This design comes from an exercise in tuning for small area and a short achievable clock period on the open sky130 flow, not from production work. The RTL was checked by simulation tests, not by an equivalence proof against the original design. Power is estimated from default activity; no workload was simulated.

<file path="flow/config.mk">
export PLATFORM = sky130hd
export DESIGN_NAME = max_priority_queue
export DESIGN_NICKNAME = max_priority_queue
export VERILOG_FILES = /design/flow/design.v
export SDC_FILE = /design/flow/constraint.sdc
export NUM_CORES = 4
export LEC_CHECK = 0
export CAP_MARGIN = 20
export CORE_MARGIN = 2
export CORE_UTILIZATION = 40
export CTS_BUF_LIST = sky130_fd_sc_hd__clkbuf_16
export CTS_CLUSTER_DIAMETER = 70
export CTS_CLUSTER_SIZE = 24
export PLACE_DENSITY = 0.5
export SLEW_MARGIN = 20
export SYNTH_HIERARCHICAL = 1
</file>
<file path="flow/constraint.sdc">
create_clock -name core_clock -period 15.0 [get_ports {clk}]
set_input_delay 3.0000 -clock core_clock [delete_from_list [all_inputs] [get_ports {clk}]]
set_output_delay 3.0000 -clock core_clock [all_outputs]
set_load 0.01 [all_outputs]
</file>
<file path="flow/design.v">
module max_priority_queue #(
    parameter DATA_WIDTH = 16,
    parameter PQ_DEPTH = 32
)(
    input wire clk,
    input wire reset,
    input wire [DATA_WIDTH-1:0] data_in,
    input wire valid_in,
    input wire [1:0] op,
    output wire ready_out,
    output wire [DATA_WIDTH-1:0] pq_out,
    output wire valid_out,
    input wire ready_in
);
    localparam W = DATA_WIDTH;
    localparam N = PQ_DEPTH;
    localparam CW = $clog2(PQ_DEPTH) + 1;
    reg [W*N-1:0] cv;        
    reg [W-1:0] d_reg;       
    reg pend_push, pend_pop, pend_clr;
    reg [W-1:0] top;         
    reg [CW-1:0] cnt;        
    reg not_full, not_empty;
    function ge_small;
        input [W-1:0] a;
        input [W-1:0] b;
        integer k;
        reg c;
        begin
            c = 1'b1;
            for (k = 0; k < W; k = k + 1)
                c = (a[k] & ~b[k]) | (a[k] & c) | (~b[k] & c);
            ge_small = c;
        end
    endfunction
    wire push_in = ~reset & (op == 2'b01) & valid_in & not_full;
    wire pop_in  = ~reset & (op == 2'b10) & ready_in & not_empty;
    wire [N:0] g;
    assign g[0] = 1'b1;
    genvar i;
    generate
        for (i = 0; i < N; i = i + 1) begin : cmp
            if (i < 2) begin : cf
                pq_ge_fast #(.W(W)) u_ge (.a(cv[W*i +: W]), .b(d_reg), .ge(g[i+1]));
            end else begin : cs
                assign g[i+1] = ge_small(cv[W*i +: W], d_reg);
            end
        end
    endgenerate
    generate
        for (i = 0; i < N; i = i + 1) begin : cells
            wire take_d    = ~pend_clr & pend_push & ~g[i+1] & g[i];
            wire take_prev = ~pend_clr & pend_push & ~g[i];
            wire take_next = ~pend_clr & pend_pop;
            wire keep      = ~pend_clr & ~pend_push & ~pend_pop | pend_push & g[i+1];
            wire [W-1:0] prev_v = (i == 0)   ? {W{1'b0}} : cv[W*((i == 0) ? 0 : i-1) +: W];
            wire [W-1:0] next_v = (i == N-1) ? {W{1'b0}} : cv[W*((i == N-1) ? i : i+1) +: W];
            always @(posedge clk) begin
                cv[W*i +: W] <= ({W{keep}} & cv[W*i +: W]) |
                                ({W{take_d}} & d_reg) |
                                ({W{take_prev}} & prev_v) |
                                ({W{take_next}} & next_v);
            end
        end
    endgenerate
    always @(posedge clk) begin
        d_reg <= data_in;
        pend_push <= push_in;
        pend_pop <= pop_in;
        pend_clr <= reset;
    end
    wire [W-1:0] c0 = cv[0 +: W];
    wire [W-1:0] c1 = cv[W +: W];
    wire [W-1:0] c2 = cv[2*W +: W];
    reg [W-1:0] second;
    always @(*) begin
        if (pend_clr)
            second = {W{1'b0}};
        else if (pend_push)
            second = ~g[1] ? c0 : (g[2] ? c1 : d_reg);
        else if (pend_pop)
            second = c2;
        else
            second = c1;
    end
    wire [W-1:0] top_next;
    pq_top_next #(.W(W)) u_top_next (
        .reset(reset), .push_in(push_in), .pop_in(pop_in),
        .data_in(data_in), .top(top), .second(second), .top_next(top_next)
    );
    always @(posedge clk)
        top <= top_next;
    always @(posedge clk) begin
        if (reset) begin
            cnt <= {CW{1'b0}};
            not_full <= 1'b1;
            not_empty <= 1'b0;
        end else if (push_in) begin
            cnt <= cnt + 1'b1;
            not_full <= (cnt != N-1);
            not_empty <= 1'b1;
        end else if (pop_in) begin
            cnt <= cnt - 1'b1;
            not_full <= 1'b1;
            not_empty <= (cnt != 1);
        end
    end
    assign pq_out = top;
    assign valid_out = not_empty;
    assign ready_out = not_full;
endmodule
module pq_top_next #(parameter W = 16) (
    input wire reset,
    input wire push_in,
    input wire pop_in,
    input wire [W-1:0] data_in,
    input wire [W-1:0] top,
    input wire [W-1:0] second,
    output wire [W-1:0] top_next
);
    wire top_ge_x;
    pq_ge_fast #(.W(W)) u_ge (.a(top), .b(data_in), .ge(top_ge_x));
    assign top_next = reset ? {W{1'b0}} :
                      (push_in & ~top_ge_x) ? data_in :
                      pop_in ? second : top;
endmodule
module pq_ge_fast #(parameter W = 16) (
    input wire [W-1:0] a,
    input wire [W-1:0] b,
    output wire ge
);
    function ge_tree;
        input [W-1:0] a;
        input [W-1:0] b;
        integer k, n;
        reg [W-1:0] gt, lt;
        begin
            gt = a & ~b;
            lt = ~a & b;
            for (n = 1; n < W; n = n * 2)
                for (k = 0; k + n < W; k = k + 2 * n) begin
                    gt[k] = gt[k + n] | (~lt[k + n] & gt[k]);
                    lt[k] = lt[k + n] | (~gt[k + n] & lt[k]);
                end
            ge_tree = ~lt[0];
        end
    endfunction
    assign ge = ge_tree(a, b);
endmodule
</file>
<file path="flow/flow/run.sh">
#!/bin/bash
# Standard layout, with the synthesis buffers removed before placement and
# timing repair aimed well below the clock period.
set -euo pipefail
bash standard.sh SETUP_SLACK_MARGIN=11 REMOVE_ABC_BUFFERS=1 finish > standard_flow.log 2>&1
</file>
<file path="flow/standard.sh">
#!/bin/bash
# synth_recipe.tcl (not shown) runs the flow's synth.tcl, then flattens the netlist and writes it again
# the make line also repeats each setting of config.mk as NAME=value (left out here)
make -C /OpenROAD-flow-scripts/flow DESIGN_CONFIG=/design/flow/config.mk WORK_HOME=/design/flow/orfs CLKGATE_MAP_FILE= SYNTH_SCRIPT=/design/flow/synth_recipe.tcl "${@:-finish}"
</file>
==> run summary, run 1 <==
The largest fanout on the critical path is 8, and the placement-stage worst setup slack is 9.55 ns. In this run the worst hold path is classified as flip-flop to flip-flop. The switching fraction of total power works out to 29.6%. For this run, the number of Yosys warnings is 8.

The count of final hold-check violations was 0. The mean post-synth cell area works out to 8.70 µm². DRC violation count after routing: 0. The tools report the kind of start point of the critical path as a primary input. The count of nets left with antenna violations once routing finished came out at 0.

For the number of antenna violations at the first check in global routing, the log shows 4. For this design, the CTS-stage hold fixing added 0 buffers. The worst-case IR drop observed on VDD is 75.6 µV.

The run gives 32.4k as the via count of the first global-routing pass. The run gives 44.9% as the share of the core filled with cells in the final layout. The worst setup path is captured at a flip-flop. Across the run, the number of max-cap violations was 0. Once routing completed, OpenROAD measured the worst setup slack at 10.81 ns.

At the end of routability-driven placement, the weighted congestion stood at 0.927. Root buffer selected by CTS: clkbuf_16. The maximum root-to-sink buffer count came out at 3.

The clock skew after layout came out at 0.0308 ns. Detailed placement finished with a half-perimeter wire length of 104,000 µm. The setup TNS is 0 ns, and the fraction of power consumed by sequential logic is 47.9%.

The path with the worst hold slack has its endpoint at cv[1]. The fraction of synthesis flops using an asynchronous set or reset pin was 0%. In this run the critical register-to-register path is launched from d_reg[11]. The detailed router finished its first iteration with 4,588 violations. The number of cells traversed by the worst register-to-register path is 10. The run finished with no timing, DRC or antenna violations. Using the TritonRoute via totals, the vias-per-cell ratio works out to 7.24. The first global-routing pass estimated 229,000 µm of wire.

Setup repair after global routing could not meet its margin everywhere. The register with the most flip-flops in the layout has 512 of them. Counting the buffers created by CTS gives 47. For the iteration count of the initial detailed-routing pass, the log shows 9. The critical path in this run is classified as primary input to flip-flop. In this run the register-to-register setup slack is 11.06 ns. Data arrives at the worst endpoint at 4.72 ns. The net switching power figure is 0.919 mW.

Cells with a size suffix above 1 make up 12.2% of the layout. The area after detailed placement was 33,500 µm²; the number of buffer cells added on primary ports was 39. For the synthesized instance count, the log shows 3,735. The number of I/O pins was 40; the average wire per cell in the routed design was 33.7 µm. For the sum of internal, switching and leakage power, the log shows 3.10 mW.

Die area: 83,500 µm². STA puts the critical path data required time at 15.53 ns. Yosys mapped a number of flops with a built-in enable equal to 0.

The run gives 80,400 µm² as the placeable core area. Once the floorplan was initialized, standard cells occupied 40.4% of the core. The worst hold path cell count is 2, and the flop and latch count out of synthesis is 555. The number of cell rows was 104. In this run the horizontal extent of the chip is 289 µm. Relative to the synthesized area, the layout overhead comes to 11.1%. Leakage power of the design: 12.2 nW. The power per standard cell area came out at 85.9 nW/µm². After synthesis the cells add up to 32,500 µm². For this block, the routed nets add up to 158,000 µm of wire. The maximum number of pins on one net before global-route repair was 96; the total number of H-tree levels was 2. The area of all placed cells without fillers was 36,100 µm². The run gives 3,631 as the count of nets after finishing.

The logs give 0 for the number of pins exceeding their max-slew limit in the final report and 36.8% for the global router's overall resource usage. The tree built by TritonCTS fans out to 555 sinks. The logs give 2.18 mW for the design internal power and 34.2% for the post-synthesis sequential area ratio. TritonCTS built the clock tree.

The vertical extent of the die works out to 289 µm. The tools report the max-slew headroom at the worst pin as 14.7%. At the pin with the least slew margin, the transition time is 1.28 ns. The share of total power dissipated in combinational logic is 8.9%. The tools report the final number of setup-violating endpoints as 0.

Among all flip-flop cells after synthesis, the most frequent one is dfxtp_1. The worst hold path begins at cv[1]. The insertion delay of the later-clocked pin in the worst-skew pair was 0.64 ns; the post-route minimum period was 4.19 ns. The tools report the number of distinct standard cells referenced by the synthesized netlist as 90.

In the finished design, the share of the clock period the worst path needs comes to 28.0%. Based on the critical path, the design can be clocked at up to 0.238 GHz. After clock tree synthesis, the clock-pin slew on the worst setup and hold paths is 0.08 ns. The routed layout has 34.1k vias.

The tools report the overflow left after global routing as 0. In this run the critical register-to-register path is captured at cv[497]. The part of the power in the clock network came out at 43.2%.
==> metrics by stage <==
stage	cells	hold slack, ns
after floorplan	3387	0.448
after global placement	4570	0.479
after detailed placement	4576	0.478
after CTS	4687	0.499
after global routing	4702	0.525
final	4706	0.503
==> timing repair <==
| action | 4_1_cts | 5_1_grt |
|---|---|---|
| resized for setup | 231 | 57 |
| pin swaps | 15 | 18 |
| setup endpoints to repair | 417 | 346 |
| gates cloned | 6 | 0 |
| buffers inserted | 20 | 11 |
==> routing by layer <==
metal	GRT usage, %	share of wire [%]
met5	0	0.0082
met4	24.0	7.7
met3	8.12	10
met2	54.9	42
met1	47.7	40
==> worst max path at each step <==
stage,cells after the start,startpoint,slack (ns),end
detailed placement,9,data_in[6],9.55,top[3]
global route,9,data_in[12],10.79,top[10]
global placement,9,data_in[12],9.59,top[1]
finish,9,data_in[12],10.81,top[3]
CTS,9,data_in[12],10.83,top[10]
floorplan,3,pend_pop,-3.46,cv[320]
==> cell type report <==
type	count	area, µm²
multi-input combinational	2591	19400
clock buffer	49	1230
inverter	243	921
fill	7774	44300
clock inverter	36	343
timing repair buffer	168	1650
sequential	555	11200
tap	1060	1330
antenna	4	10.0
==> critical path, cell delays in order <==
cell and delay [ns]:
buf_8 0.08, nand2b_4 0.05, maj3_2 0.29, maj3_2 0.33, o221ai_4 0.22, o31ai_4 0.12, buf_6 0.14, nand2b_4 0.21
a211oi_2 0.27
==> cells in the mapped netlist (19+ instances only) <==
cell type	count	area [µm²]
a32oi_1	19	166
o221ai_1	98	858
a221o_1	275	2750
nand2b_1	142	888
a21oi_1	74	370
nor2_1	117	439
buf_1	19	71.3
buf_2	103	515
a22oi_1	205	1540
clkbuf_1	204	766
o211ai_1	133	998
dfxtp_1	555	11100
o21ai_0	105	526
and2_1	23	144
a222oi_1	115	1150
a22o_1	211	1850
nor3_1	20	100
nand2_1	318	1190
nor3b_1	27	203
o22ai_1	98	613
a21o_1	50	375
nor2b_1	117	732
inv_1	231	867
maj3_1	120	1200
a211oi_1	20	150
==> logic make-up (layout without fill, tap and decap cells) <==
logic type / Yosys count / count (layout) / share of synthesized area [%]
and+or+nand+nor: 838 / 840 / 13.0
AOI/OAI and AO/OA: 1591 / 1591 / 40.1
other: 0 / 4 / 0
xor gates and xnor gates: 5 / 5 / 0.135
muxes: 18 / 18 / 0.554
DFF: 555 / 555 / 34.2
adders and majority gates: 137 / 137 / 4.30
buffers and inverters: 591 / 496 / 7.65
==> power groups by stage <==
stage / Clock, mW / Sequential, mW / Combinational (mW)
final: 1.34 / 1.48 / 0.276
after global routing: 1.40 / 1.49 / 0.281
after floorplan: 0 / 1.54 / 0.103
after detailed placement: 0 / 1.52 / 0.250
after global placement: 0 / 1.52 / 0.247
after CTS: 1.35 / 1.48 / 0.260
==> placed cells by master (no fill, tap or decap), types with 115 or more instances in the layout <==
master and count:
a22o_1 211, inv_1 227, o211ai_1 133, a22oi_1 204, maj3_1 116, dfxtp_1 520, a222oi_1 115, a221o_1 274
nor2b_1 116, nand2_1 308, nand2b_1 137
==> run 2: changes to the inputs <==
--- a/flow/config.mk
+++ b/flow/config.mk
@@ -9,7 +9,4 @@
 export CORE_MARGIN = 2
 export CORE_UTILIZATION = 40
-export CTS_BUF_LIST = sky130_fd_sc_hd__clkbuf_16
-export CTS_CLUSTER_DIAMETER = 70
-export CTS_CLUSTER_SIZE = 24
 export PLACE_DENSITY = 0.5
 export SLEW_MARGIN = 20
==> run 2 against run 1 <==
Compared with the run above: first-iteration DRC count grew 0.72%; combinational power is essentially flat; still clean on timing, DRC and antenna; synthesized area is the same; via count grew 0.75%; highest routed layer unchanged.
==> run summary, run 2 <==
The nature of the critical path endpoint is a flip-flop. Headroom to the max-slew limit came out at 15.3%. Of the post-synthesis cell area, the part taken by muxes is 0.554%. In this run the most critical hold path is launched from cv[1]. The area of all placed cells without fillers is 36,900 µm², and the global router's overall resource usage is 36.9%.

VDD sags by at most 73.5 µV. Summed over all cells, the static leakage comes to 12.5 nW. The commonest cells after synthesis are dfxtp_1, nand2_1, a221o_1.

Measured along the x axis, the die boundary spans 289 µm. Leaving out fill and tap cells, the most frequent cells in the layout are dfxtp_1, nand2_1, a221o_1. The share of the Yosys chip area taken by registers is 34.2%.

In the final routed layout, each cell accounts on average for 33.5 µm. For this run, the number of standard cells in the final layout without fillers is 4,744. Counting the buffers created by CTS gives 69. Among all cell types in the netlist, the one instantiated most often is dfxtp_1.

The DRC violation count after routing was 0. Post-route minimum period: 4.14 ns. The post-synthesis adder-cell area fraction is 4.30%, and the top cell type's share of synthesized area is 34.2%. Once placement completed, the tool counted placed cells totaling 4,576.

The tools report the count of final hold-check violations as 0. For this design, the CTS-stage hold fixing added 0 buffers. The tools report the area after detailed placement as 33,500 µm².

The worst setup path is launched from a primary input. The floorplan has 104 rows. After detailed routing, the number of vias per cell comes to 7.24. The number of antenna violations at the first check in global routing was 6. The largest total area in the synthesized netlist belongs to dfxtp_1. Of all flip-flops after synthesis, the portion carrying an async set or reset was 0%. The share of layout cells above drive strength 1 was 13.0%. In this design, the largest share of critical-path delay is due to adder cells. By area, the combinational part of the netlist is dominated by compound AO/OA/AOI/OAI gates. Based on the critical path, the design can be clocked at up to 0.242 GHz. Data on the critical path arrives at its endpoint at 4.67 ns.

The via count of the first global-routing pass is 32.7k, and the iteration count of the initial detailed-routing pass is 10. Setup repair after global routing could not meet its margin everywhere. In this run the most used layer during global routing was met2. The detail route stage leaves a number of antenna-violating nets equal to 0. Required time of the critical path: 15.53 ns.

The flow ran to the end and the layout has no timing, DRC or antenna violations. The slowest stage of the critical path belongs to the cell maj3_2. The path class of the tightest hold or removal check is flip-flop to flip-flop. Root buffer selected by CTS: clkbuf_16.

For the worst flop-to-flop path, the logic depth is 13. The count of nets after finishing is 3,652, and the met1 global-route usage is 47.6%. The die area was 83,500 µm²; the number of I/O pins was 40. The sum of net half-perimeters after detailed placement is 104,000 µm, and the sum of internal, switching and leakage power is 3.52 mW. Counting distinct cell types in the post-synthesis netlist gives 90. Yosys printed 8 warnings. The synthesized design contains 555 register bits. The mean post-synth cell area was 8.70 µm²; the number of sinks driven by the clock tree was 555.

The area growth from synthesis to layout is 13.4%, and the internal reg-to-reg setup slack is 11.02 ns. Along the worst path, the maximum fanout reaches 8. The initial core utilization was 40.4%; the pin slew with the least headroom to its limit was 1.27 ns. For the number of violations of the max-capacitance limit, the log shows 0.

Yosys mapped a number of flops with a built-in enable equal to 0. TritonCTS built the clock tree. The total vias in the final route is 34.3k, and the synthesized cell area is 32,500 µm². The floorplan step set the die height to 289 µm. For this block, the routed nets add up to 159,000 µm of wire.

By area the synthesized netlist is led by dfxtp_1, a221o_1, a22o_1, a22oi_1, maj3_1. The tools report the maximum root-to-sink buffer count as 3. The congestion estimate from routability-driven global placement came to 0.927.

The critical path contains buffers and inverters numbering 2 combined. For this block, the initial DRC count from the detailed router was 4,621. Summed over all layers, the global routing overflow is 0. For the final database, setup skew stands at 0.0262 ns. The synthesized instance count is 3,735. Summing the areas of all compound-gate instances in the mapped netlist gives 40.1% of the synthesized area.

In the finished design, the share of the clock period the worst path needs comes to 27.6%. For met2 alone, demand over resource in global routing was 55.0%. The first global-routing pass estimated 230,000 µm of wire.

The number of buffer cells added on primary ports is 39. For met3 alone, demand over resource in global routing was 8.69%. Walking the worst path, the cells encountered are buf_8 -> nand2b_4 -> maj3_2 -> maj3_2 -> o221ai_4 -> o31ai_4 -> buf_6 -> nand2b_4 -> a211oi_2. The type of the worst setup path was primary input to flip-flop. Leaving out fill and tap cells, the most frequent cell in the layout is dfxtp_1. For this run, the leading register cell type out of synthesis is dfxtp_1.

The clock transition at the registers of the reported paths is 0.06 ns, and the final setup slack of the worst path is 10.86 ns. The core region is 80,400 µm². CTS built an H-tree with a depth of 3. The synthesized netlist devotes 0.135% of its cell area to XOR and XNOR gates.

Entering global routing, the biggest net connects 96 pins. The worst register-to-register path ends at top[6]. At the later pin of the worst-skew pair, clock insertion delay measures 0.63 ns. Post-synthesis simple-gate area fraction: 13.0%. The start of the worst register-to-register path was d_reg[4]. The worst hold path passes through 2 cells. The worst hold path terminates at cv[1].

Power per standard cell area: 95.4 nW/µm². OpenSTA, run right after detailed placement, puts the worst setup slack at 9.55 ns. The number of pins exceeding their max-slew limit in the final report was 0; the final number of setup-violating endpoints was 0. On the worst path, the slowest cell contributes a delay of 0.34 ns. The number of flip-flops in the largest register is 512.
[run 2: worst max-delay path by stage]
stage	start	endpoint	slack (ns)	depth (start not counted)
after floorplan	pend_pop	cv[320]	-3.46	3
after global placement	data_in[12]	top[1]	9.59	9
after detailed placement	data_in[6]	top[3]	9.55	9
after CTS	data_in[12]	top[10]	10.86	9
after global routing	data_in[12]	top[10]	10.81	9
final	data_in[12]	top[6]	10.86	9
[run 2: cell families (layout without fill, tap and decap cells)]
group                    Yosys count  count (layout)
AO/OA/AOI/OAI                   1591            1591
XOR/XNOR                           5               5
adder cells (fa/ha/maj)          137             137
buffers and inverters            591             533
flip-flops                       555             555
multiplexers                      18              18
other                              0               5
AND/OR/NAND/NOR                  838             840
[run 2: where the power goes]
group	total, mW	internal (mW)	switching (mW)
Combinational	0.278	0.0664	0.212
Sequential	1.49	1.48	0.00848
Clock	1.75	1.03	0.721
Total	3.52	2.57	0.941
[run 2: final cells by class]
cell class / instances / area, µm²
timing repair buffer: 167 / 1650
tap: 1060 / 1330
multi-input combinational: 2591 / 19500
inverter: 243 / 917
clock buffer: 94 / 1970
fill: 7766 / 43600
antenna: 5 / 12.5
clock inverter: 29 / 333
sequential: 555 / 11200
[run 2: tightest hold or removal path, cell delays in order (launching register included)]
cell	delay (ns)
dfxtp_1	0.35
a222oi_1	0.07
inv_1	0.05
[run 2: metrics by stage]
stage | hold WS [ns] | setup TNS, ns | util (%)
final | 0.495 | 0 | 45.8
after global routing | 0.523 | 0 | 45.8
after CTS | 0.494 | 0 | 45.3
after detailed placement | 0.478 | 0 | 41.7
after global placement | 0.479 | 0 | 41.5
after floorplan | 0.448 | -1124.87 | -
[run 2: routing by layer]
layer,vias to the layer above,part of all wire (%)
met4,8,7.5
met5,-,0.032
met2,2194,43
li1,14571,-
met3,531,10
met1,17020,39
[run 2: repair_timing]
item,4_1_cts,5_1_grt
gates resized for setup,234,69
endpoints found under the setup margin,413,360
pin swaps,15,16
gates cloned,5,0
setup buffers,19,14
==> run 3: changes to the inputs <==
==> flow/flow/run.sh (replaced) <==
#!/bin/bash
# Standard layout, with the synthesis buffers removed before placement and
# timing repair aimed below the clock period.
set -euo pipefail
bash standard.sh SETUP_SLACK_MARGIN=10.9 REMOVE_ABC_BUFFERS=1 finish > standard_flow.log 2>&1
--- a/flow/config.mk
+++ b/flow/config.mk
@@ -9,4 +9,7 @@
 export CORE_MARGIN = 2
 export CORE_UTILIZATION = 40
+export CTS_BUF_LIST = sky130_fd_sc_hd__clkbuf_16
+export CTS_CLUSTER_DIAMETER = 70
+export CTS_CLUSTER_SIZE = 30
 export PLACE_DENSITY = 0.5
 export SLEW_MARGIN = 20
==> run 3 against run 2 <==
Compared with the run above: maximum frequency is 1.1% lower; cell count is 0.99% lower; global-route usage is 0.21 points lower; critical path type unchanged; largest power group is now sequential cells.
==> run summary, run 3 <==
The register with the most flip-flops in the layout has 512 of them. Post-synthesis adder-cell area fraction: 4.30%. The run gives 0.64 ns as the insertion delay of the later-clocked pin in the worst-skew pair. In this run the worst path has a maximum fanout of 8. The run finished with no timing, DRC or antenna violations. By area the synthesized netlist is led by dfxtp_1, a221o_1, a22o_1, a22oi_1, maj3_1.

The die is 289 µm tall. Max-cap violations in this run came to 0. In the routed layout, each cell is associated on average with a via count of 7.24. Among all flip-flop cells after synthesis, the most frequent one is dfxtp_1.

Power per standard cell area: 86.6 nW/µm². The DRC violation count after routing came out at 0. The count of nets after finishing was 3,621.

The count of final hold-check violations came out at 0. At the end of routability-driven placement, the weighted congestion stood at 0.927. Summed over all layers, the global routing overflow is 0.

Setup violations remaining at the end of the flow were counted as 0. The number of pins exceeding their max-slew limit in the final report was 0; the placement-stage worst setup slack was 9.55 ns. Setup slack on the critical path of the routed design comes to 10.82 ns. The share of layout cells above drive strength 1 is 11.6%, and the number of antenna violations at the first check in global routing is 9. On the final layout, the worst hold slack is 0.503 ns.

Clock transition at the registers of the reported paths: 0.08 ns. The setup TNS is 0 ns. During synthesis, Yosys emitted a total of 8 warnings.

The worst pin sits at a relative slew slack of 12.2%. From synthesis to final layout, the design area changed by 10.2%. After Yosys synthesis, XOR and XNOR cells account for 0.135% of the synthesized area. The via count of the first global-routing pass came out at 32.4k.

Clock tree synthesis selected as its root buffer the cell clkbuf_16. The total number of H-tree levels came out at 2. TritonCTS built the clock tree. Hold repair after CTS inserted 0 buffers. The flop and latch count out of synthesis is 555. The pin slew with the least headroom to its limit is 1.31 ns.

The internal power of the cells totals 2.18 mW. For this block, the via count after detailed routing is 34.0k. In this run the biggest area consumer among cell types represents 34.2% of the synthesized area.

After layout, the worst path uses 27.9% of the clock period. The analysis attributes to cell leakage a power of 12.0 nW. The number of enable flip-flop cells after synthesis is 0, and the arrival time at the worst endpoint is 4.71 ns. Counting instances in the post-synthesis netlist gives the leading cell types as dfxtp_1, nand2_1, a221o_1. The initial utilization of the core area, before any placement, comes to 40.4%. The number of cell rows was 104; the post-synthesis simple-gate area fraction was 13.0%. Multiplexer cells account for 0.554% of the synthesized area.

The run gives 76.3 µV as the largest voltage drop on the vdd net. Largest area contributor in the synthesized netlist: dfxtp_1. Registers are responsible for 47.9% of the overall power. In this run the cell area of the synthesized design comes to 32,500 µm².

Yosys instantiated no cell more often than dfxtp_1. The dominant combinational cell family by area after synthesis is compound AO/OA/AOI/OAI gates. After synthesis, flip-flops and latches occupy 34.2% of the total area. Static timing analysis puts the maximum clock frequency at 0.239 GHz. Per report_power, the clock group accounts for 43.3% of the total. The average wire per cell in the routed design is 33.7 µm, and the switching fraction of total power is 29.6%.

40 I/O pins were placed. For the worst setup path, the data required time is 15.53 ns. For the placeable core area, the log shows 80,400 µm².

The logs give 158,000 µm for the total length of routed wires and 3.10 mW for the sum of internal, switching and leakage power. The routed design could run at a clock period as short as 4.18 ns. Kind of start point of the critical path: a primary input. For the final database, setup skew stands at 0.0304 ns. A synthesized cell averages 8.70 µm². For this run, the detailed router's first-pass iteration total came to 10.

The synthesized instance count was 3,735; the post-synthesis compound-gate area fraction was 40.1%. The analysis attributes to net switching a power of 0.919 mW. The tools report the number of distinct standard cells referenced by the synthesized netlist as 90.

In the layout the commonest cells are dfxtp_1, nand2_1, a221o_1. The first global-routing pass estimated 229,000 µm of wire. The tools report the nature of the critical path endpoint as a flip-flop. For this design, the sink count on the clock tree is 555. For this run, asynchronously set or reset flops after synthesis account for 0%.

Entering global routing, the biggest net connects 96 pins. Buffers inserted during clock tree synthesis total 47. The maximum root-to-sink buffer count was 3; the DRC marker count from the first detailed-route iteration was 4,779. Global routing consumed, over all layers together, 36.7% of the routing resources. The type of the worst setup path is primary input to flip-flop.

Per report_power, the combinational group accounts for 8.8% of the total. The die is 289 µm wide. The sum of net half-perimeters after detailed placement is 104,000 µm.

The die covers 83,500 µm². The number of buffer cells added on primary ports was 39; the final-layout fill cell count was 7,820. The number of nets with antenna violations after routing was 0. Type of the tightest min-delay check: flip-flop to flip-flop.

Leaving out fill and tap cells, the most frequent cell in the layout is dfxtp_1. Setup repair after global routing could not meet its margin everywhere.
[run 3: cell counts after synthesis]
Identical to the previous run, type by type.
[run 3: layout make-up]
cell class                 count  area (µm²)  share of cell area (%)
multi-input combinational   2591       19300                    54.0
sequential                   555       11200                    31.2
timing repair buffer         158        1480                    4.12
tap                         1060        1330                    3.70
clock buffer                  49        1230                    3.42
inverter                     243         921                    2.57
clock inverter                36         343                   0.957
antenna                        5        12.5                  0.0349
[run 3: per-stage QoR]
step           instances  area, µm²  util (%)
2_1_floorplan       3387      30900         -
3_3_place_gp        4570      33400      41.5
3_5_place_dp        4576      33500      41.7
4_1_cts             4684      35500      44.2
5_1_grt             4692      35800      44.5
6_report            4697      35800      44.5
[run 3: path summary, 6_finish.rpt]
kind | slack, ns | cells after the start | startpoint | end
worst min-delay path | 0.50 | 2 | cv[1] | cv[1]
worst max-delay path | 10.82 | 9 | data_in[12] | top[3]
worst max register to register | 10.87 | 9 | d_reg[13] | cv[68]
worst min register to register | 0.50 | 2 | cv[1] | cv[1]
[run 3: power by group through the flow]
stage / Clock (mW) / Combinational [mW] / Sequential, mW
after floorplan: 0 / 0.103 / 1.54
after global placement: 0 / 0.247 / 1.52
after detailed placement: 0 / 0.250 / 1.52
after CTS: 1.35 / 0.258 / 1.48
after global routing: 1.40 / 0.279 / 1.49
final: 1.34 / 0.274 / 1.49
[run 3: logic make-up after synthesis]
kind of cell,after synthesis
AOI/OAI and AO/OA,1591
xor gates and xnor gates,5
adders and majority gates,137
buffers and inverters,591
DFF,555
muxes,18
and+or+nand+nor,838
[run 3: timing repair]
item / 4_1_cts / 5_1_grt
endpoints found under the setup margin: 331 / 292
pin swaps: 14 / 15
gates resized for setup: 206 / 54
gates cloned: 6 / 0
setup buffers: 17 / 5
[run 3: layer usage]
layer	global-route usage [%]	part of all wire, %
met1	47.4	40
met2	54.7	42
met3	8.61	10
met4	24.2	7.7
met5	0	0.075
[run 3: worst max-delay path, stage by stage]
cell and delay (ns):
buf_8 0.08, nand2b_4 0.05, maj3_2 0.29, maj3_2 0.34
o221ai_4 0.22, o31ai_4 0.12, buf_6 0.15, nand2b_4 0.21
a211oi_2 0.26
==> run 4: changes to the inputs <==
--- a/flow/config.mk
+++ b/flow/config.mk
@@ -8,9 +8,9 @@
 export CAP_MARGIN = 20
 export CORE_MARGIN = 2
-export CORE_UTILIZATION = 40
+export CORE_UTILIZATION = 50
 export CTS_BUF_LIST = sky130_fd_sc_hd__clkbuf_16
 export CTS_CLUSTER_DIAMETER = 70
 export CTS_CLUSTER_SIZE = 30
-export PLACE_DENSITY = 0.5
+export PLACE_DENSITY = 0.6
 export SLEW_MARGIN = 20
 export SYNTH_HIERARCHICAL = 1
==> run 4 against run 3 <==
Compared with the run above: still clean on timing, DRC and antenna; synthesized area is the same; setup slack improved by 0.060 ns; synthesized cell count unchanged; register-to-register slack better by 0.07 ns; utilization increased by 10 points; via count shrank 1.7%; combinational power is 7% lower; wire length is 13% lower; largest cell class unchanged; highest routed layer unchanged.
==> run summary, run 4 <==
Sorting the synthesized cells by area gives the leading types as dfxtp_1, a221o_1, a22o_1, a22oi_1, maj3_1. A synthesized cell averages 8.70 µm². Total instance count after detailed placement: 4,354.

The register with the most flip-flops in the layout has 512 of them. The tools report the number of pins exceeding their max-slew limit in the final report as 0. The number of enable flip-flop cells after synthesis came out at 0. During placement, the flow inserted port buffers numbering 39. In this run the worst path has a maximum fanout of 8. The run gives 2 as the total number of H-tree levels.

In this run the cell area of the synthesized design comes to 32,500 µm². Count of hold-fix buffers inserted at cts: 0. Summed over all instances, the cell type with the most area after synthesis is dfxtp_1.

Clock tree synthesis found a total of 555 sinks. In the synthesized netlist, the cells that appear most often are dfxtp_1, nand2_1, a221o_1. Total power for the finished layout comes to 3.06 mW. In the final design database the tool counted 3,601 nets. Fill cells in the final layout number 5,901. The core region is 64,300 µm².

For the number of violations of the max-capacitance limit, the log shows 0. Flop and latch count out of synthesis: 555. The largest voltage drop on the vdd net came out at 95.2 µV. The routed layout has 33.4k vias. Global routing usage on met2: 59.9%. The nature of the critical path endpoint is a flip-flop.

The startpoint identified for the worst register-to-register timing path is d_reg[11]. Among cell families on the critical path, the largest total delay comes from compound AO/OA/AOI/OAI gates. The power per standard cell area is 86.4 nW/µm².

Summed over all layers, the routed wires come to 137,000 µm. The master of the slowest instance on the critical path was maj3_2. Setup violations remaining at the end of the flow were counted as 0. Global routing finished with a remaining overflow of 0. The arrival time at the worst endpoint was 4.66 ns; the final non-filler cell total was 4,466. The first global-routing pass estimated 204,000 µm of wire. The tree is rooted in a clkbuf_16.

At the worst endpoint, the required time is 15.53 ns. For this run, global-route usage on met3 was measured as 7.52%. The horizontal die dimension came out at 259 µm.

In the synthesized netlist the dominant register cell turns out to be dfxtp_1. For the number of nets with antenna violations after routing, the log shows 0. The origin of the worst min-delay path was not_empty.

Traced cell by cell, the critical path runs through buf_8 -> nand2b_4 -> maj3_2 -> maj3_2 -> o221ai_2 -> o31ai_4 -> nand2b_4 -> a211oi_2. The die is 259 µm tall. In this run the tightest slew margin relative to its limit is 13.9%.

The run gives 5,143 as the DRC marker count from the first detailed-route iteration. Of the cells placed in the final design, the portion with a size suffix greater than 1 is 11.2%. The most common cell in the synthesized netlist is dfxtp_1.

The flow ran to the end and the layout has no timing, DRC or antenna violations. The tightest min-delay check is of the flip-flop to flip-flop type. The analysis attributes to cell leakage a power of 11.9 nW.

Setup repair after global routing could not meet its margin everywhere. After routing, the total negative slack on setup checks comes to 0 ns. The initialized floorplan defines 93 standard-cell rows. The number of CTS-inserted buffers was 44.

For this run, the top clock speed supported by timing is 0.243 GHz. The tools report the DRC violation count after routing as 0. The worst path in the final design needs a cycle of 4.12 ns, including I/O delays and setup. The clock transition at the registers of the reported paths was 0.08 ns. For the die area, the log shows 67,000 µm². The initial utilization of the core area, before any placement, comes to 50.5%.

The tools report the sum of net half-perimeters after detailed placement as 90,700 µm. The maximum root-to-sink buffer count is 3, and the insertion delay of the later-clocked pin in the worst-skew pair is 0.63 ns. TritonCTS built the clock tree.

After synthesis, the netlist uses 90 different library cells. The number of buffers and inverters on the critical path came out at 1. For the clock skew after layout, the log shows 0.0298 ns. The final critical path takes up 27.5% of the cycle.

Compared with the post-synthesis result, the final layout area differs by 8.97%. The congestion estimate from routability-driven global placement came to 0.931. Across every metal layer, demand over resource in global routing totals 39.4%. The top cell type's share of synthesized area works out to 34.2%. The worst setup path startpoint was data_in[12]. The via count of the first global-routing pass was 31.6k. The type of the worst setup path is primary input to flip-flop. In this run the most used layer during global routing was met2. The met1 global-route usage was 51.3%. For the number of antenna violations at the first check in global routing, the log shows 3. The top cell types in the final layout, fill and taps aside, are dfxtp_1, nand2_1, a221o_1. Most common library cell in the layout ignoring fill and taps: dfxtp_1. The post-synthesis sequential area ratio was 34.2%. The largest stage delay on the critical path is 0.33 ns, and the average wire per cell in the routed design is 30.7 µm. The logs give 8 for the number of warnings reported in the yosys synthesis log and 249 for the maximum number of pins on one net before global-route repair. Synthesis produced 3,735 cells. For the pin with the worst max-slew slack, the measured transition is 1.29 ns.

The count of final hold-check violations is 0. Counting flops with an async set or reset pin after synthesis yields a share of 0%. The number of I/O pins was 40; the per-cell via count in the routed design was 7.48. The tools report the kind of start point of the critical path as a primary input.

The first TritonRoute pass finished after 9 iterations.
## run 4: worst reg2reg max path: cells and delay by family, from the launching register on
family | cells | cell delay, ns
AOI/OAI and AO/OA | 6 | 1.82
adders and majority gates | 1 | 0.32
buffers and inverters | 4 | 1.47
DFF | 1 | 0.32
## run 4: repair_timing
action,CTS,global route
setup endpoints to repair,436,287
buffers inserted,16,8
cloned,4,0
resized for setup,226,58
pin swaps,15,28
## run 4: logic make-up (layout without fill, tap and decap cells)
| logic type | after synthesis | in the layout | synth area share (%) |
|---|---|---|---|
| AOI/OAI and AO/OA | 1591 | 1591 | 40.1 |
| adders and majority gates | 137 | 137 | 4.30 |
| DFF | 555 | 555 | 34.2 |
| buffers and inverters | 591 | 462 | 7.65 |
| muxes | 18 | 18 | 0.554 |
| other | 0 | 3 | 0 |
| xor gates and xnor gates | 5 | 5 | 0.135 |
| and+or+nand+nor | 838 | 840 | 13.0 |
## run 4: final cells by class
cell class,count,area [µm²],share of cell area (%)
antenna,3,7.51,0.0212
inverter,243,918,2.59
timing repair buffer,141,1310,3.69
tap,855,1070,3.02
clock inverter,33,407,1.15
multi-input combinational,2591,19400,54.8
clock buffer,45,1130,3.18
sequential,555,11200,31.6
## run 4: per-layer routing
layer	part of all wire, %	vias to the layer above	routed length [µm]
li1	-	14429	-
met1	39	16441	54100
met2	43	2123	59400
met3	10	426	14300
met4	6.8	2	9320
met5	0.0095	-	13
## run 4: final timing paths
path	to	slack [ns]	cells past startpoint
worst max-delay path	top[10]	10.88	8
worst min-delay path	not_empty	0.49	1
worst max register to register	cv[504]	10.94	11
worst min register to register	not_empty	0.49	1
## run 4: where the power goes
part,internal (mW),switching [mW]
Combinational,0.0639,0.191
Clock,0.632,0.680
Sequential,1.48,0.0138
Total,2.17,0.885
## run 4: stage by stage
stage	area [µm²]	hold WS [ns]	utilization, %	setup WS [ns]
global placement	33000	0.475	51.3	9.67
global route	35400	0.507	55.0	10.85
finish	35400	0.493	55.0	10.88
CTS	35000	0.494	54.4	10.87
floorplan	30900	0.448	-	-3.46
detailed placement	33000	0.479	51.3	9.74
==> run 5: changes to the inputs <==
==> flow/flow/run.sh (replaced) <==
#!/bin/bash
# Standard layout, with the synthesis buffers removed before placement,
# timing repair aimed below the clock period, and a clock tree without
# dummy loads.
set -euo pipefail
bash standard.sh SETUP_SLACK_MARGIN=10.9 REMOVE_ABC_BUFFERS=1 \
  "CTS_ARGS=-sink_clustering_enable -repair_clock_nets -dont_use_dummy_load -sink_clustering_size 30 -sink_clustering_max_diameter 70 -buf_list sky130_fd_sc_hd__clkbuf_16" \
  finish > standard_flow.log 2>&1
--- a/flow/config.mk
+++ b/flow/config.mk
@@ -8,9 +8,6 @@
 export CAP_MARGIN = 20
 export CORE_MARGIN = 2
-export CORE_UTILIZATION = 50
-export CTS_BUF_LIST = sky130_fd_sc_hd__clkbuf_16
-export CTS_CLUSTER_DIAMETER = 70
-export CTS_CLUSTER_SIZE = 30
-export PLACE_DENSITY = 0.6
+export CORE_UTILIZATION = 40
+export PLACE_DENSITY = 0.5
 export SLEW_MARGIN = 20
 export SYNTH_HIERARCHICAL = 1
==> run 5 against run 4 <==
Compared with the run above: still clean; utilization decreased by 11 points; wire length increased by 15%; die area increased by 25%; critical path type unchanged; critical endpoint is now top[12].
==> run summary, run 5 <==
Arrival time at the worst endpoint: 4.70 ns. The weighted congestion reported at the end of routability-driven placement is 0.927, and the die area is 83,500 µm². At the end of the flow the core is filled with cells to 44.1%.

The maximum achievable frequency is 0.238 GHz, and the largest stage delay on the critical path is 0.34 ns. At the pin with the least slew margin, the transition time is 1.30 ns. The insertion delay of the later-clocked pin in the worst-skew pair was 0.63 ns. The final route contains 34.1k vias.

Summing the areas of all fa, ha and maj instances in the mapped netlist gives 4.30% of the synthesized area. TritonCTS built the clock tree. The run gives 0 as the count of final hold-check violations. The commonest cells after synthesis are dfxtp_1, nand2_1, a221o_1.

After Yosys synthesis, and, or, nand and nor cells account for 13.0% of the synthesized area. The flow ran to the end and the layout has no timing, DRC or antenna violations. The number of warnings reported in the yosys synthesis log is 8. The number of distinct standard cells referenced by the synthesized netlist was 90.

The iteration count of the initial detailed-routing pass is 10, and the via count of the first global-routing pass is 32.4k. The library cells used most frequently in the layout, excluding fill and tap cells, are dfxtp_1, nand2_1, a221o_1. No sink is reached through more buffers than the 3 on the longest clock path.

After synthesis, the share of flip-flops with an asynchronous set or reset is 0%. The filler cells instantiated in the layout total 7,852. Along the worst hold path, the cell count comes to 2. Synthesis handed over a netlist of 3,735 instances. Dividing the detail-routed wire length by the instance count gives 33.9 µm.

The number of flip-flops in the largest register is 512. By area the synthesized netlist is led by dfxtp_1, a221o_1, a22o_1, a22oi_1, maj3_1. The floorplan has 104 rows.

The synthesized design devotes to its leading area cell type 34.2% of total area. For this design, the slowest cell found on the critical path is maj3_2. The number of I/O pins came out at 40. TritonCTS created 47 clock buffers.

Summing every instance area after synthesis gives 32,500 µm². Across the VDD grid, the largest voltage drop is 81.3 µV. The endpoint identified for the worst register-to-register timing path is cv[68].

In this run the worst path has a maximum fanout of 8. After the first detailed-routing iteration, the DRC count stood at 4,753. Setup repair after global routing could not meet its margin everywhere. From bottom edge to top edge, the die measures 289 µm. Traced cell by cell, the critical path runs through buf_8 -> nand2b_4 -> maj3_2 -> maj3_2 -> o221ai_4 -> o31ai_4 -> buf_6 -> nand2b_4 -> a211oi_2. Setup violations remaining at the end of the flow were counted as 0. Sequential cells were found to cover 34.2% of the synthesized design area. The synthesized design contains 0 enable-type register cells. The worst setup path is launched from a primary input. The horizontal die dimension is 289 µm. The end point of the most critical hold path was not_full. Detailed placement ended at an HPWL of 104,000 µm. The number of buffer cells added on primary ports was 39; the first-pass GRT wire length was 229,000 µm.

Clock skew on the completed layout was measured at 0.0441 ns. For this run, the leading register cell type out of synthesis is dfxtp_1. Of all cell types, the one taking the most synthesized area is dfxtp_1.

The tools report the leakage power of the design as 11.9 nW. Root buffer selected by CTS: clkbuf_16. After synthesis, the largest family of logic cells by area is compound AO/OA/AOI/OAI gates. Entering global routing, the biggest net connects 96 pins. Summing the areas of all compound-gate instances in the mapped netlist gives 40.1% of the synthesized area. Clock transition at the registers of the reported paths: 0.06 ns. The DRC violation count after routing came out at 0. The flop and latch count out of synthesis is 555, and the per-cell via count in the routed design is 7.31.

Across the run, the number of max-cap violations was 0. The worst setup path is of the primary input to flip-flop kind. For the placeable core area, the log shows 80,400 µm². Summed over all failing endpoints, the final setup total negative slack is 0 ns.

The post-route netlist has 10.9% of its cells at a drive strength greater than 1. The number of nets with antenna violations after routing came out at 0. The library cell used most frequently in the layout, excluding fill and tap cells, is dfxtp_1. Of the total synthesized cell area, the portion taken by XOR and XNOR cells is 0.135%.

The start of the worst register-to-register path was d_reg[13]. The initial core utilization is 40.4%, and the power per standard cell area is 81.9 nW/µm². The worst path in the final design needs a cycle of 4.20 ns, including I/O delays and setup.

The internal reg-to-reg setup slack came out at 10.85 ns. The area growth from synthesis to layout works out to 9.19%. The worst hold path begins at not_full.

The H-tree generated during clock tree synthesis spans 2 levels. The number of antenna violations at the first check in global routing is 6. After synthesis, the share of cell area in mux cells is 0.554%.

At the worst endpoint, the required time is 15.51 ns. Global router's overall resource usage: 36.7%. The worst path uses 28.0% of the clock period. The clock net in this run drives a total of 555 sinks.

The tools report the count of nets after finishing as 3,620. Overflow left after global routing: 0. The path class of the tightest hold or removal check is flip-flop to flip-flop. The number of pins exceeding their max-slew limit in the final report is 0, and the number of cells traversed by the worst register-to-register path is 9. The mean post-synth cell area is 8.70 µm². The worst setup path is captured at a flip-flop. The most instantiated library cell after synthesis is dfxtp_1. The max-slew headroom at the worst pin was 13.1%. The routed design has 158,000 µm of wire.
run 5: cell families (layout without fill, tap and decap cells):
logic type,after synthesis,count (layout)
AO/OA/AOI/OAI,1591,1591
XOR/XNOR,5,5
adder cells (fa/ha/maj),137,137
buffers and inverters,591,447
flip-flops,555,555
multiplexers,18,18
other,0,10
AND/OR/NAND/NOR,838,840
run 5: critical path, delay by kind of cell:
| family | cells | cell delay [ns] |
|---|---|---|
| adder cells (fa/ha/maj) | 2 | 0.64 |
| AND/OR/NAND/NOR | 2 | 0.26 |
| buffers and inverters | 2 | 0.23 |
| AO/OA/AOI/OAI | 3 | 0.56 |
run 5: final cells by class:
| type | count | area (µm²) | area share [%] |
|---|---|---|---|
| flip-flops and latches | 555 | 11200 | 31.5 |
| inverters | 243 | 921 | 2.60 |
| clock buffers | 47 | 1180 | 3.31 |
| repair buffers | 157 | 1490 | 4.20 |
| multi-input cells | 2591 | 19400 | 54.6 |
| diodes | 10 | 25.0 | 0.0705 |
| well taps | 1060 | 1330 | 3.74 |
run 5: layer usage:
layer / routed length, µm / vias to the layer above / track usage (%)
li1: - / 14461 / -
met1: 63300 / 16976 / 47.5
met2: 67500 / 2160 / 55.1
met3: 15800 / 499 / 8.15
met4: 11600 / 6 / 23.6
met5: 41 / - / 0
run 5: where the power goes:
part	switching [mW]	internal (mW)	total [mW]
Sequential	0.00844	1.48	1.49
Combinational	0.210	0.0636	0.274
Clock	0.596	0.551	1.15
Total	0.814	2.09	2.91
run 5: how the worst max path moves through the flow:
stage	endpoint	startpoint	depth (start not counted)	slack, ns
6_report	top[12]	data_in[12]	9	10.80
5_1_grt	top[10]	data_in[12]	9	10.74
4_1_cts	top[10]	data_in[8]	9	10.78
3_5_place_dp	top[3]	data_in[6]	9	9.55
3_3_place_gp	top[1]	data_in[12]	9	9.59
2_1_floorplan	cv[320]	pend_pop	3	-3.46
run 5: repair_timing:
item	CTS	global route
pin swaps	15	12
gates resized for setup	206	52
setup buffers	15	5
hold buffers	0	0
setup endpoints to repair	322	213
gates cloned	6	0
run 5: per-stage QoR:
| step | std cells | power, mW | hold slack, ns | worst slack [ns] | area, µm² |
|---|---|---|---|---|---|
| 2_1_floorplan | 3387 | 1.64 | 0.448 | -3.46 | 30900 |
| 4_1_cts | 4644 | 2.89 | 0.494 | 10.78 | 35100 |
| 3_5_place_dp | 4576 | 1.77 | 0.478 | 9.55 | 33500 |
| 3_3_place_gp | 4570 | 1.77 | 0.479 | 9.59 | 33400 |
| 5_1_grt | 4653 | 2.96 | 0.514 | 10.74 | 35500 |
| 6_report | 4663 | 2.91 | 0.488 | 10.80 | 35500 |
==> run 6: changes to the inputs <==
--- a/flow/config.mk
+++ b/flow/config.mk
@@ -8,6 +8,6 @@
 export CAP_MARGIN = 20
 export CORE_MARGIN = 2
-export CORE_UTILIZATION = 40
-export PLACE_DENSITY = 0.5
+export CORE_UTILIZATION = 50
+export PLACE_DENSITY = 0.6
 export SLEW_MARGIN = 20
 export SYNTH_HIERARCHICAL = 1
==> run 6 against run 5 <==
Compared with the run above: critical endpoint is now top[11]; wire length shrank 14%; critical path type unchanged; clock-buffer cell count shrank 3; global-route usage increased by 2.6 points; largest cell class unchanged; total power down 2.7%; die area decreased by 20%; synthesized cell count is the same; still clean on timing, DRC and antenna; cell count decreased by 5.2%; sequential power about the same; first-iteration DRC count rose by 11%.
==> run summary, run 6 <==
The routed layout has 33.2k vias. Input and output buffers added on the ports amount to 39. Including well taps, the total number of placed cells is 4,354. The fraction of synthesis flops using an asynchronous set or reset pin was 0%. Derived from the worst setup path, the maximum achievable clock frequency is 0.243 GHz. TritonCTS built the clock tree. The worst pin sits at a relative slew slack of 12.9%. The number of antenna violations at the first check in global routing came out at 5. After synthesis, flip-flops and latches occupy 34.2% of the total area. The tools report the required time of the critical path as 15.50 ns. By area the synthesized netlist is led by dfxtp_1, a221o_1, a22o_1, a22oi_1, maj3_1. Post-route minimum period: 4.11 ns.

The tools report the root buffer selected by CTS as clkbuf_16. Setup repair after global routing could not meet its margin everywhere. The number of different library cells used by synthesis comes to 90. IR analysis of the VDD net gives a maximum drop of 86.7 µV.

The flow ran to the end and the layout has no timing, DRC or antenna violations. The worst setup path startpoint is data_in[8]. For the count of final hold-check violations, the log shows 0. The DRC marker count from the first detailed-route iteration is 5,277, and the average wire per cell in the routed design is 30.9 µm. The die covers 67,000 µm². For the pin with the worst max-slew slack, the measured transition is 1.30 ns.

The leakage power of the design was 11.6 nW; the mean post-synth cell area was 8.70 µm². The logs give 0.494 ns for the final worst hold slack and 4.61 ns for the arrival time at the worst endpoint. The via count of the first global-routing pass was 31.5k; the initial core utilization was 50.5%. From left edge to right edge, the die measures 259 µm. Entering global routing, the biggest net connects 249 pins. The area growth from synthesis to layout is 7.10%.

The logs give 40 for the number of I/O pins and 0 for the overflow left after global routing. In the post-synthesis netlist, the cell with the most instances is dfxtp_1. In this run the most critical hold path is launched from cv[9]. The most used flip-flop cell after synthesis is dfxtp_1.

The layout has 5,952 filler cells. The largest total area in the synthesized netlist belongs to dfxtp_1. Along the worst hold path, the cell count comes to 2. For the number of pins exceeding their max-slew limit in the final report, the log shows 0. The count of nets left with antenna violations once routing finished came out at 0. The clock skew after layout is 0.0504 ns, and the global router's overall resource usage is 39.3%. Synthesis produced 3,735 cells. Internal reg-to-reg setup slack: 10.92 ns.

The count of nets after finishing is 3,591. After detailed routing, the number of remaining DRC violations is 0. The clock drives 555 sinks.

The synthesized cell area was 32,500 µm². Number of violations of the max-capacitance limit: 0. For this design, the CTS-stage hold fixing added 0 buffers. The power per standard cell area was 81.3 nW/µm².

The share of layout cells above drive strength 1 is 10.0%, and the first-pass GRT wire length is 204,000 µm. In the layout the commonest cells are dfxtp_1, nand2_1, a221o_1. The kind of start point of the critical path was a primary input.

Nature of the critical path endpoint: a flip-flop. Number of flip-flops in the largest register: 512. Type of the worst setup path: primary input to flip-flop. The share of the clock period used by the worst path came out at 27.4%. The type of the tightest min-delay check was flip-flop to flip-flop. The placeable core area was 64,300 µm²; the weighted congestion reported at the end of routability-driven placement was 0.931. The first detailed-routing pass ran for 13 iterations. The tools report the maximum root-to-sink buffer count as 3. After synthesis, the largest area contributor takes up 34.2% of total cell area.

The clock transition at the registers of the reported paths was 0.06 ns. The per-cell via count in the routed design works out to 7.51. The HPWL after detailed placement is 90,700 µm. Leaving out filler cells and counting taps, the final layout contains 4,422. The most common library cell in the layout ignoring fill and taps is dfxtp_1. The number of cells traversed by the worst register-to-register path was 10; the number of cell rows was 93. Of all nets on the critical path, the largest fanout is 8.

The insertion delay of the later-clocked pin in the worst-skew pair was 0.63 ns. By count the netlist is led by dfxtp_1, nand2_1, a221o_1. The number of warnings reported in the yosys synthesis log was 8; the number of CTS-inserted buffers was 44. Setup violations remaining at the end of the flow were counted as 0.

Counting flops with a built-in enable in the synthesized netlist gives 0. The synthesized design contains 555 register bits. In this run the vertical extent of the chip is 259 µm. Summed over all layers, the routed wires come to 137,000 µm. The H-tree was split into 2 levels. The startpoint identified for the worst register-to-register timing path is d_reg[6].
## run 6: cell type report
cell class | count | area, µm² | area share, %
antenna | 3 | 7.51 | 0.0216
clock buffer | 44 | 1100 | 3.16
inverter | 243 | 918 | 2.64
multi-input combinational | 2591 | 19400 | 55.7
sequential | 555 | 11200 | 32.1
tap | 855 | 1070 | 3.07
timing repair buffer | 131 | 1150 | 3.30
## run 6: per-layer routing
metal | up-vias | global-route usage [%] | part of all wire, %
li1 | 14361 | - | -
met1 | 16288 | 51.3 | 39
met2 | 2114 | 59.9 | 43
met3 | 437 | 7.34 | 11
met4 | 6 | 24.7 | 6.9
met5 | - | 0 | 0.031
## run 6: where the power goes
group | switching [mW] | total, mW | internal, mW
Clock | 0.566 | 1.08 | 0.518
Sequential | 0.0145 | 1.49 | 1.48
Combinational | 0.190 | 0.252 | 0.0622
Total | 0.771 | 2.83 | 2.06
## run 6: worst paths after layout
| kind | to |
|---|---|
| worst min register to register | cv[9] |
| worst max register to register | cv[75] |
| worst max-delay path | top[11] |
| worst min-delay path | cv[9] |
## run 6: repair_timing
action                     4_1_cts  5_1_grt
gates cloned                     4        0
pin swaps                       18       23
buffers inserted                11        5
resized for setup              216       61
setup endpoints to repair      437      268
## run 6: cell families (layout without fill, tap and decap cells)
kind of cell,after synthesis,after routing,share of synthesized area (%)
AO/OA/AOI/OAI,1591,1591,40.1
adder cells (fa/ha/maj),137,137,4.30
multiplexers,18,18,0.554
AND/OR/NAND/NOR,838,840,13.0
other,0,3,0
buffers and inverters,591,418,7.65
XOR/XNOR,5,5,0.135
flip-flops,555,555,34.2
## run 6: stage by stage
| stage | area, µm² | worst slack [ns] | total power, mW | TNS, ns | util (%) |
|---|---|---|---|---|---|
| after global routing | 34800 | 10.82 | 2.89 | 0 | 54.1 |
| after CTS | 34500 | 10.89 | 2.81 | 0 | 53.6 |
| after detailed placement | 33000 | 9.74 | 1.75 | 0 | 51.3 |
| after global placement | 33000 | 9.67 | 1.75 | 0 | 51.3 |
| after floorplan | 30900 | -3.46 | 1.64 | -1124.87 | - |
| final | 34800 | 10.89 | 2.83 | 0 | 54.1 |
## run 6: worst max-delay path, cell delays in order
cell and delay [ns]:
buf_8 0.10, nor2b_4 0.11, maj3_2 0.32, a21oi_4 0.18, o31ai_4 0.10, o31ai_4 0.32, buf_6 0.24, nor3b_2 0.07
a211oi_2 0.18
==> run 7: changes to the inputs <==
--- a/flow/config.mk
+++ b/flow/config.mk
@@ -8,6 +8,6 @@
 export CAP_MARGIN = 20
 export CORE_MARGIN = 2
-export CORE_UTILIZATION = 50
-export PLACE_DENSITY = 0.6
+export CORE_UTILIZATION = 60
+export PLACE_DENSITY = 0.7
 export SLEW_MARGIN = 20
 export SYNTH_HIERARCHICAL = 1
==> run 7 against run 6 <==
Compared with the run above: largest power group unchanged; highest routed layer unchanged; total power fell by 3.5%; critical path type unchanged; wire length fell by 3.7%; flip-flop and latch count did not move; still clean; utilization rose by 10 points; critical endpoint is now top[4].
==> run summary, run 7 <==
The largest voltage drop on the vdd net was 69.9 µV; the share of layout cells above drive strength 1 was 9.66%. After clock tree synthesis, the clock-pin slew on the worst setup and hold paths is 0.07 ns. DRC violation count after routing: 0. Root buffer selected by CTS: clkbuf_16. TritonCTS built the clock tree. The number of flip-flops in the largest register is 512, and the count of hold-fix buffers inserted at cts is 0. Most instantiated library cell after synthesis: dfxtp_1. The vertical extent of the die is 237 µm. The run gives 5 as the number of antenna violations at the first check in global routing. The power per standard cell area is 79.2 nW/µm², and the initial core utilization is 60.5%. Capturing point of the worst reg2reg path: cv[382].

STA classifies the critical path startpoint as a primary input. In the final layout, the multi-input gates occupy 19,300 µm². The startpoint identified for the worst register-to-register timing path is d_reg[12]. The worst path needs 4.15 ns of the cycle, external delays included.

The fraction of synthesis flops using an asynchronous set or reset pin works out to 0%. After synthesis, the cell types taking the most area are dfxtp_1, a221o_1, a22o_1, a22oi_1, maj3_1. The slowest stage of the critical path is the maj3_2 cell. The die area is 56,000 µm², and the overflow left after global routing is 0. The max-slew headroom at the worst pin came out at 15.6%. The tools report the end point of the most critical hold path as cv[9].

The number of buffer cells added on primary ports was 39; the internal reg-to-reg setup slack was 10.92 ns. The tools report the origin of the worst min-delay path as cv[9]. Setup slack on the critical path of the routed design comes to 10.85 ns. The flow ran to the end and the layout has no timing, DRC or antenna violations. The largest stage delay on the critical path is 0.34 ns, and the synthesized cell area is 32,500 µm².

Arrival time at the worst endpoint: 4.64 ns. The run gives 11.6 nW as the leakage power of the design. The mean post-synth cell area works out to 8.70 µm². Counting instances in the post-synthesis netlist gives the leading cell types as dfxtp_1, nand2_1, a221o_1. The worst setup path is of the primary input to flip-flop kind. Routability-driven placement finished with a final weighted congestion of 1.00. Global routing consumed, over all layers together, 44.8% of the routing resources. The number of I/O pins is 40. The run gives 0 as the number of pins exceeding their max-slew limit in the final report. The total vias in the final route is 33.7k. Nature of the critical path endpoint: a flip-flop. In the synthesized netlist, the number of instances is 3,735. Total number of H-tree levels: 2.

For the first-pass GRT wire length, the log shows 196,000 µm. Number of enable flip-flop cells after synthesis: 0. Traced cell by cell, the critical path runs through buf_8 -> nand2b_4 -> maj3_2 -> maj3_2 -> o221ai_4 -> o31ai_4 -> nand2b_4 -> buf_12 -> a211oi_2. Relative to the synthesized area, the layout overhead comes to 6.00%. In this run, the number of DRC markers left after iteration 0 of detailed routing was 5,594. The detail route stage leaves a number of antenna-violating nets equal to 0. In this run the core area contains 85 standard-cell rows.

Counting distinct cell types in the post-synthesis netlist gives 90. For the sum of internal, switching and leakage power, the log shows 2.73 mW. The min-delay analysis places its worst path in the category flip-flop to flip-flop. The share of the clock period used by the worst path was 27.7%.

For this run, the register share of the synthesized area comes to 34.2%. The top cell type by area accounts for 34.2% of the synthesized area. Setup repair after global routing could not meet its margin everywhere.

The core region is 53,700 µm². The sequential cells in the finished layout cover a total of 11,200 µm². In the final routed layout, each cell accounts on average for 30.9 µm. The maximum achievable frequency is 0.241 GHz. The worst hold path cell count came out at 2. Placement-stage worst setup slack: 9.71 ns.

The top cell types in the final layout, fill and taps aside, are dfxtp_1, nand2_1, a221o_1. Entering global routing, the biggest net connects 109 pins. Hold is met by 0.491 ns. Synthesis inferred 555 register bits. For the via count of the first global-routing pass, the log shows 31.7k. The clock passes through at most 3 buffers. The count of final hold-check violations is 0. The worst register-to-register path has a depth of 10. The biggest area contributor in the post-synthesis netlist is dfxtp_1. The number of warnings reported in the yosys synthesis log was 8; the largest fanout on the critical path was 7. The total length of routed wires is 132,000 µm.

After the last flow step, the layout net total stands at 3,589. For the pin with the worst max-slew slack, the measured transition is 1.26 ns. Detailed placement ended at an HPWL of 87,100 µm. The insertion delay of the later-clocked pin in the worst-skew pair was 0.63 ns; the clock skew after layout was 0.0603 ns. For the number of violations of the max-capacitance limit, the log shows 0. Among all flip-flop cells after synthesis, the most frequent one is dfxtp_1. The first detailed-routing pass took 14 iterations. Using the TritonRoute via totals, the vias-per-cell ratio works out to 7.92. The horizontal die dimension works out to 237 µm.

Leaving out fill and tap cells, the most frequent cell in the layout is dfxtp_1. Clock tree synthesis inserted a total of 37 buffers. STA puts the critical path data required time at 15.49 ns. The logs give 0 ns for the setup TNS and 555 for the number of sinks driven by the clock tree. The final-layout fill cell count is 4,559, and the final number of setup-violating endpoints is 0.
## run 7: cell count changes in the layout (fill, tap and decap cells not counted), moves of 5 or more
cell and delta:
buf_4 +6, nor3b_4 -5, nor3b_1 +10, nor2_2 -9
clkbuf_16 -7, nor2_1 +8, nor3b_2 -5, buf_6 -5
## run 7: worst max-delay path, delay by kind of cell
family,cells,cell delay [ns]
buffers and inverters,2,0.23
AOI/OAI and AO/OA,3,0.53
adders and majority gates,2,0.64
and+or+nand+nor,2,0.24
## run 7: repair_timing
| action | 4_1_cts | 5_1_grt |
|---|---|---|
| gates cloned | 2 | 0 |
| setup buffers | 16 | 7 |
| setup endpoints to repair | 402 | 329 |
| gates resized for setup | 213 | 62 |
| hold endpoints to repair | 0 | 0 |
| pin swaps | 15 | 19 |
## run 7: how the worst max path moves through the flow
stage                      startpoint       to  slack, ns  depth (start not counted)
after floorplan              pend_pop  cv[320]      -3.46                          3
after global placement          reset   cnt[5]       9.71                          9
after detailed placement        reset   cnt[5]       9.71                          9
after CTS                  data_in[7]   top[1]      10.90                          9
after global routing      data_in[12]  top[13]      10.81                          9
final                     data_in[12]   top[4]      10.85                          9
## run 7: layout make-up
type | count | share of cell area (%)
Clock buffer | 37 | 2.69
Timing Repair Buffer | 138 | 3.54
Inverter | 243 | 2.69
Antenna cell | 3 | 0.0218
Sequential cell | 555 | 32.5
Tap cell | 696 | 2.53
Multi-Input combinational cell | 2589 | 56.1
## run 7: logic make-up (layout without fill, tap and decap cells)
family,Yosys count,after routing,synth area share (%)
AO/OA/AOI/OAI,1591,1591,40.1
AND/OR/NAND/NOR,838,838,13.0
buffers and inverters,591,418,7.65
flip-flops,555,555,34.2
adder cells (fa/ha/maj),137,137,4.30
multiplexers,18,18,0.554
XOR/XNOR,5,5,0.135
other,0,3,0
## run 7: metrics by stage
stage                     instance area [µm²]  util [%]  instances
after detailed placement                32800      61.0       4193
after CTS                               34100      63.5       4248
after floorplan                         30900         -       3387
final                                   34400      64.1       4261
after global routing                    34400      64.1       4258
after global placement                  32800      61.0       4192
## run 7: layer usage
metal / vias up / track usage, % / wire length (µm)
met4: 8 / 31.0 / 10400
met5: - / 0 / 55
met1: 16161 / 56.9 / 48100
met3: 602 / 13.3 / 18500
met2: 2600 / 65.2 / 54400
li1: 14359 / - / -
## run 7: power by group
part | leakage (nW) | switching, mW | total, mW | internal [mW]
sequential | 4.49 | 0.0161 | 1.49 | 1.48
clock | 0.456 | 0.547 | 0.987 | 0.440
combinational | 6.65 | 0.187 | 0.248 | 0.0614
==> run 8: changes to the inputs <==
--- a/flow/config.mk
+++ b/flow/config.mk
@@ -8,6 +8,6 @@
 export CAP_MARGIN = 20
 export CORE_MARGIN = 2
-export CORE_UTILIZATION = 60
-export PLACE_DENSITY = 0.7
+export CORE_UTILIZATION = 65
+export PLACE_DENSITY = 0.75
 export SLEW_MARGIN = 20
 export SYNTH_HIERARCHICAL = 1
==> run 8 against run 7 <==
Compared with the run above: sequential power about the same; critical path type is now flip-flop to flip-flop; total power about the same; critical path depth down 3; clock skew down 0.019 ns; combinational power up 3%; utilization up 6.2 points; still clean on timing, DRC and antenna; global-route usage up 7.9 points.
==> run summary, run 8 <==
The logs give 4,231 for the final non-filler cell total and 8 for the number of warnings reported in the yosys synthesis log. The register with the most flip-flops in the layout has 512 of them. After clock tree synthesis, the clock-pin slew on the worst setup and hold paths is 0.11 ns. Number of violations of the max-capacitance limit: 0.

Headroom to the max-slew limit came out at 12.5%. Summed over its instances, the top area cell type makes up 34.2% of the synthesized netlist area. A synthesized cell averages 8.70 µm².

The global router's overall resource usage is 52.7%. The tools report the initial core utilization as 66.1%. Data on the critical path is required at its endpoint by 15.55 ns. The flow ran to the end and the layout has no timing, DRC or antenna violations. Among all cell types in the netlist, the one instantiated most often is dfxtp_1. The multi-input gate area in the final layout is 19,400 µm². The tools report the root buffer selected by CTS as clkbuf_16. The logs give 51,800 µm² for the die area and 49,200 µm² for the placeable core area. Measured along the x axis, the die boundary spans 228 µm.

Traced cell by cell, the critical path runs through inv_1 -> nor2_4 -> buf_4 -> nand2_1 -> o22ai_2 -> a221o_1. Cells with a size suffix above 1 make up 10.5% of the layout. STA classifies the critical path startpoint as a flip-flop. The maximum achievable frequency is 0.237 GHz. After synthesis, the most frequently instantiated cells are dfxtp_1, nand2_1, a221o_1.

The tightest min-delay check is of the flip-flop to flip-flop type. The maximum number of pins on one net before global-route repair was 243; the share of the clock period used by the worst path was 28.1%. The run gives 1.05 as the weighted congestion reported at the end of routability-driven placement. Via count of the first global-routing pass: 32.6k. Setup violations remaining at the end of the flow were counted as 0. The tools report the nature of the critical path endpoint as a flip-flop.

The critical path is of the flip-flop to flip-flop type. Number of enable flip-flop cells after synthesis: 0. The first global-routing pass estimated 205,000 µm of wire. The clock tree synthesis step divided the H-tree into 2 levels.

The synthesized cell area was 32,500 µm²; the largest fanout on the critical path was 35. Setup repair after global routing could not meet its margin everywhere. Compared with the post-synthesis result, the final layout area differs by 6.33%. The clock net in this run drives a total of 555 sinks.

The number of pins exceeding their max-slew limit in the final report is 0, and the sum of internal, switching and leakage power is 2.73 mW. The largest stage delay on the critical path was 0.84 ns; the sum of net half-perimeters after detailed placement was 88,400 µm. The number of antenna violations at the first check in global routing is 8. 40 I/O pins were placed.

The post-route minimum period is 4.22 ns, and the final-layout fill cell count is 3,925. The netlist uses 90 different library cells. Dividing the detail-routed via count by the number of cells gives 8.21.

The slowest stage of the critical path is the o22ai_2 cell. The count of final hold-check violations came out at 0. Buffers inserted during clock tree synthesis total 37. Average wire per cell in the routed design: 32.9 µm. At the end of the flow, the number of nets in the layout was 3,592. The post-synthesis sequential area ratio is 34.2%, and the number of cell rows is 81. Arrival time at the worst endpoint: 4.77 ns.

Of all cell types, the one taking the most synthesized area is dfxtp_1. Summing all flip-flop and latch instances after layout gives 11,200 µm². The maximum root-to-sink buffer count was 3; the fraction of synthesis flops using an asynchronous set or reset pin was 0%. The flop and latch count out of synthesis came out at 555. The most used flip-flop cell after synthesis is dfxtp_1. At the end of the flow the core is filled with cells to 70.3%. By area the synthesized netlist is led by dfxtp_1, a221o_1, a22o_1, a22oi_1, maj3_1. The library cells used most frequently in the layout, excluding fill and tap cells, are dfxtp_1, nand2_1, a221o_1. In this run the cell area measured after placement is 32,700 µm². For this design the static power due to leakage is 11.6 nW.

IR analysis of the VDD net gives a maximum drop of 80.5 µV. The power per standard cell area is 79.0 nW/µm², and the iteration count of the initial detailed-routing pass is 14.
==> run 8: cell counts after synthesis <==
No cell type changed its count.
==> run 8: final timing paths <==
kind	from	to	slack [ns]	depth (start not counted)
setup / recovery	pend_push	cv[478]	10.78	6
setup reg to reg	pend_push	cv[478]	10.78	6
hold reg to reg	cv[417]	cv[417]	0.49	2
hold / removal	cv[417]	cv[417]	0.49	2
==> run 8: kinds of logic after synthesis <==
family | count (synthesis) | synth area share (%)
and+or+nand+nor | 838 | 13.0
DFF | 555 | 34.2
AOI/OAI and AO/OA | 1591 | 40.1
buffers and inverters | 591 | 7.65
muxes | 18 | 0.554
xor gates and xnor gates | 5 | 0.135
adders and majority gates | 137 | 4.30
==> run 8: worst max-delay path, delay by kind of cell, from the launching register on <==
family / cells / cell delay (ns)
flops: 1 / 0.38
buf+inv: 2 / 1.11
simple gates: 2 / 1.54
compound gates: 2 / 1.09
==> run 8: repair_timing <==
item	CTS	global route
buffers inserted	30	6
setup endpoints to repair	381	349
cloned	4	0
pin swaps	19	20
gates resized for setup	215	65
==> run 8: report_power, final <==
part	switching (mW)	internal [mW]	total (mW)
logic	0.194	0.0620	0.256
registers	0.0156	1.48	1.49
clock network	0.543	0.439	0.982
==> run 8: per-stage QoR <==
stage	hold WS, ns	TNS [ns]	worst slack, ns
2_1_floorplan	0.448	-1124.87	-3.46
3_3_place_gp	0.470	0	9.26
3_5_place_dp	0.470	0	9.26
4_1_cts	0.486	0	10.79
5_1_grt	0.507	0	10.68
6_report	0.494	0	10.78
==> run 8: cell type report <==
cell class	instances	area share [%]
diodes	2	0.0145
multi-input cells	2592	56.3
flip-flops and latches	555	32.4
inverters	243	2.67
repair buffers	138	3.62
well taps	664	2.40
clock buffers	37	2.68
==> run 8: per-layer routing <==
metal  track usage, %  share of wire [%]
met1             64.2                 34
met2             71.5                 38
met3             24.2                 18
met4             40.7                9.7
met5            0.854               0.11

Check on run 8: ideal ports give 10.783 ns setup slack; a clkbuf_16 on the clock port and buf_2 on the inputs give 10.783 ns; moving port delays by the midpoint clock arrival (0.674 ns) as well gives 10.150 ns.
